Background: an optimization exercise with open tools, aiming at small area, a short achievable clock period and few clock cycles. Do not read the settings as production practice.
Only simulation tests tie the RTL to the original design; equivalence was not proved.
No activity file was given, so power comes from the tool's default toggle rates.

// CPU
module CPU(clk, rst, imem_addr, imem_rdata, dmem_addr, dmem_wdata, dmem_we, dmem_rdata);
For scale: ~4800 cells after synthesis, ~160 I/O pins, about 0.059 mm² of cells after synthesis.
export LEC_CHECK = 0
export CAP_MARGIN = 20
export CORE_AREA = 2.3 2.72 361.9 361.48
export CTS_CLUSTER_DIAMETER = 60
export CTS_CLUSTER_SIZE = 30
export DIE_AREA = 0 0 364.2 364.2
export PLACE_DENSITY = 0.7
export SLEW_MARGIN = 20
create_clock -name core_clock -period 10.0 [get_ports {clk}]
standard.sh (not shown) runs the stock make flow with config.mk's settings and CLKGATE_MAP_FILE= SYNTH_SCRIPT=/design/flow/synth_recipe.tcl, a recipe that flattens the netlist after the stock synthesis.
==> flow/flow/run.sh <==
#!/bin/bash
# Layout flow: the standard ORFS flow (standard.sh, standard synthesis and
# all steps unchanged) with two settings changed:
#  - the port buffers are plain buf_4 cells instead of delay buffers.
# make's full output goes to standard.log here; ORFS's own step logs are in orfs/logs.
set -euo pipefail
cd "$(dirname "$0")/.."
bash standard.sh SETUP_SLACK_MARGIN=6.8 "BUFFER_PORTS_ARGS=-buffer_cell sky130_fd_sc_hd__buf_4" finish > standard.log 2>&1
Testbench counts at the start, summed over its fixed seeds: cycles 311,396.
Change:
--- a/flow/flow/run.sh
+++ b/flow/flow/run.sh
@@ -7,2 +7,2 @@
 cd "$(dirname "$0")/.."
-bash standard.sh SETUP_SLACK_MARGIN=6.8 "BUFFER_PORTS_ARGS=-buffer_cell sky130_fd_sc_hd__buf_4" finish > standard.log 2>&1
+bash standard.sh SETUP_SLACK_MARGIN=6.7 "BUFFER_PORTS_ARGS=-buffer_cell sky130_fd_sc_hd__buf_4" finish > standard.log 2>&1
Settings changed: CTS_CLUSTER_SIZE 30 to 20, PLACE_DENSITY 0.7 to not set.
The new run ran to the end with no violations.
Die area is unchanged.
Clock power is higher by about 2%.
Setup slack loses 0.18 ns.
Cell area falls by 2.8%.
Via count falls by 3.1%.
Critical path depth shrinks by 3.
Core utilization went down by 1.6 points.
Change:
--- a/flow/flow/run.sh
+++ b/flow/flow/run.sh
@@ -7,2 +7,2 @@
 cd "$(dirname "$0")/.."
-bash standard.sh SETUP_SLACK_MARGIN=6.7 "BUFFER_PORTS_ARGS=-buffer_cell sky130_fd_sc_hd__buf_4" finish > standard.log 2>&1
+bash standard.sh SETUP_SLACK_MARGIN=6.5 "BUFFER_PORTS_ARGS=-buffer_cell sky130_fd_sc_hd__buf_4" finish > standard.log 2>&1
Settings changed: PLACE_DENSITY set to 0.7.
What happened:
- cell area goes down by 3.3%
- die area stays the same
- synthesized area stays the same
- setup slack improved by 0.010 ns
- maximum frequency hardly moves
- sequential cell count stays the same
- final cell count goes down by 1.7%
- routed wire length goes down by 5.7%
- first-iteration DRC count goes up by 9.4%
- clock power goes down by 5.3%
Change:
--- a/flow/flow/run.sh
+++ b/flow/flow/run.sh
@@ -7,2 +7,2 @@
 cd "$(dirname "$0")/.."
-bash standard.sh SETUP_SLACK_MARGIN=6.5 "BUFFER_PORTS_ARGS=-buffer_cell sky130_fd_sc_hd__buf_4" finish > standard.log 2>&1
+bash standard.sh SETUP_SLACK_MARGIN=6.6 "BUFFER_PORTS_ARGS=-buffer_cell sky130_fd_sc_hd__buf_4" finish > standard.log 2>&1
Settings changed: CTS_CLUSTER_SIZE 20 to 25.
Effect:
- The new run ran to the end with no violations
- clock power climbs by about 2%
- clock skew drops by 0.0097 ns
- sequential cell count stays the same
- area after synthesis stays the same
- global-route usage climbs by 0.36 points
- worst hold slack gains 0.013 ns
- power climbs by 1.4%
- register-to-register slack gains 0.15 ns
- fmax climbs by 4.2%
Change:
--- a/flow/flow/run.sh
+++ b/flow/flow/run.sh
@@ -7,2 +7,2 @@
 cd "$(dirname "$0")/.."
-bash standard.sh SETUP_SLACK_MARGIN=6.6 "BUFFER_PORTS_ARGS=-buffer_cell sky130_fd_sc_hd__buf_4" finish > standard.log 2>&1
+bash standard.sh SETUP_SLACK_MARGIN=6.3 "BUFFER_PORTS_ARGS=-buffer_cell sky130_fd_sc_hd__buf_4" finish > standard.log 2>&1
Settings changed: CTS_CLUSTER_SIZE 25 to 20, PLACE_DENSITY 0.7 to not set.
Outcome:
- The new run finished clean
- via count goes down slightly
- synthesized area is unchanged
- count of clock-buffer cells in the layout rises by 9
- routed wire length rises by a few percent
- maximum frequency goes down by a few percent
- core utilization shrinks by 1.5 points
- die area is unchanged
- first-iteration DRC count fell by roughly a tenth

==> static timing again, ports no longer ideal <==
No port has a modelled driver above. Below, the same layouts with a new extraction and two added sets of constraints. Step 1: set_driving_cell puts a clkbuf_16 on clk and a buf_2 on each other input, an assumption about the parent block. Step 2 times the ports against the registers' clock, not the clock port: input delays grow and output delays shrink by t, the midpoint of the rising clock arrivals with the driver on. a / b / c = no drivers / after step 1 / after step 2; a / b = the first two.
| run | t (ns) | setup slack, ns | worst hold slack (ns) | pins driven straight from the clock port |
|---|---|---|---|---|
| the first run | 0.799 | 6.434 / 6.434 / 5.976 | 0.371 / 0.371 / 0.371 | 1 |
| the second run | 0.830 | 6.257 / 6.257 / 5.964 | 0.380 / 0.380 / 0.380 | 1 |
| the third run | 0.807 | 6.267 / 6.268 / 5.883 | 0.373 / 0.373 / 0.373 | 1 |
| the fourth run | 0.822 | 6.418 / 6.418 / 5.851 | 0.386 / 0.386 / 0.386 | 1 |
| the fifth run | 0.822 | 6.181 / 6.181 / 5.939 | 0.379 / 0.379 / 0.379 | 1 |
After both steps setup and hold are still met in every run listed. For the fourth run, which loses most, drivers alone change the setup slack by 0.000 ns; drivers and shift together by -0.567 ns.
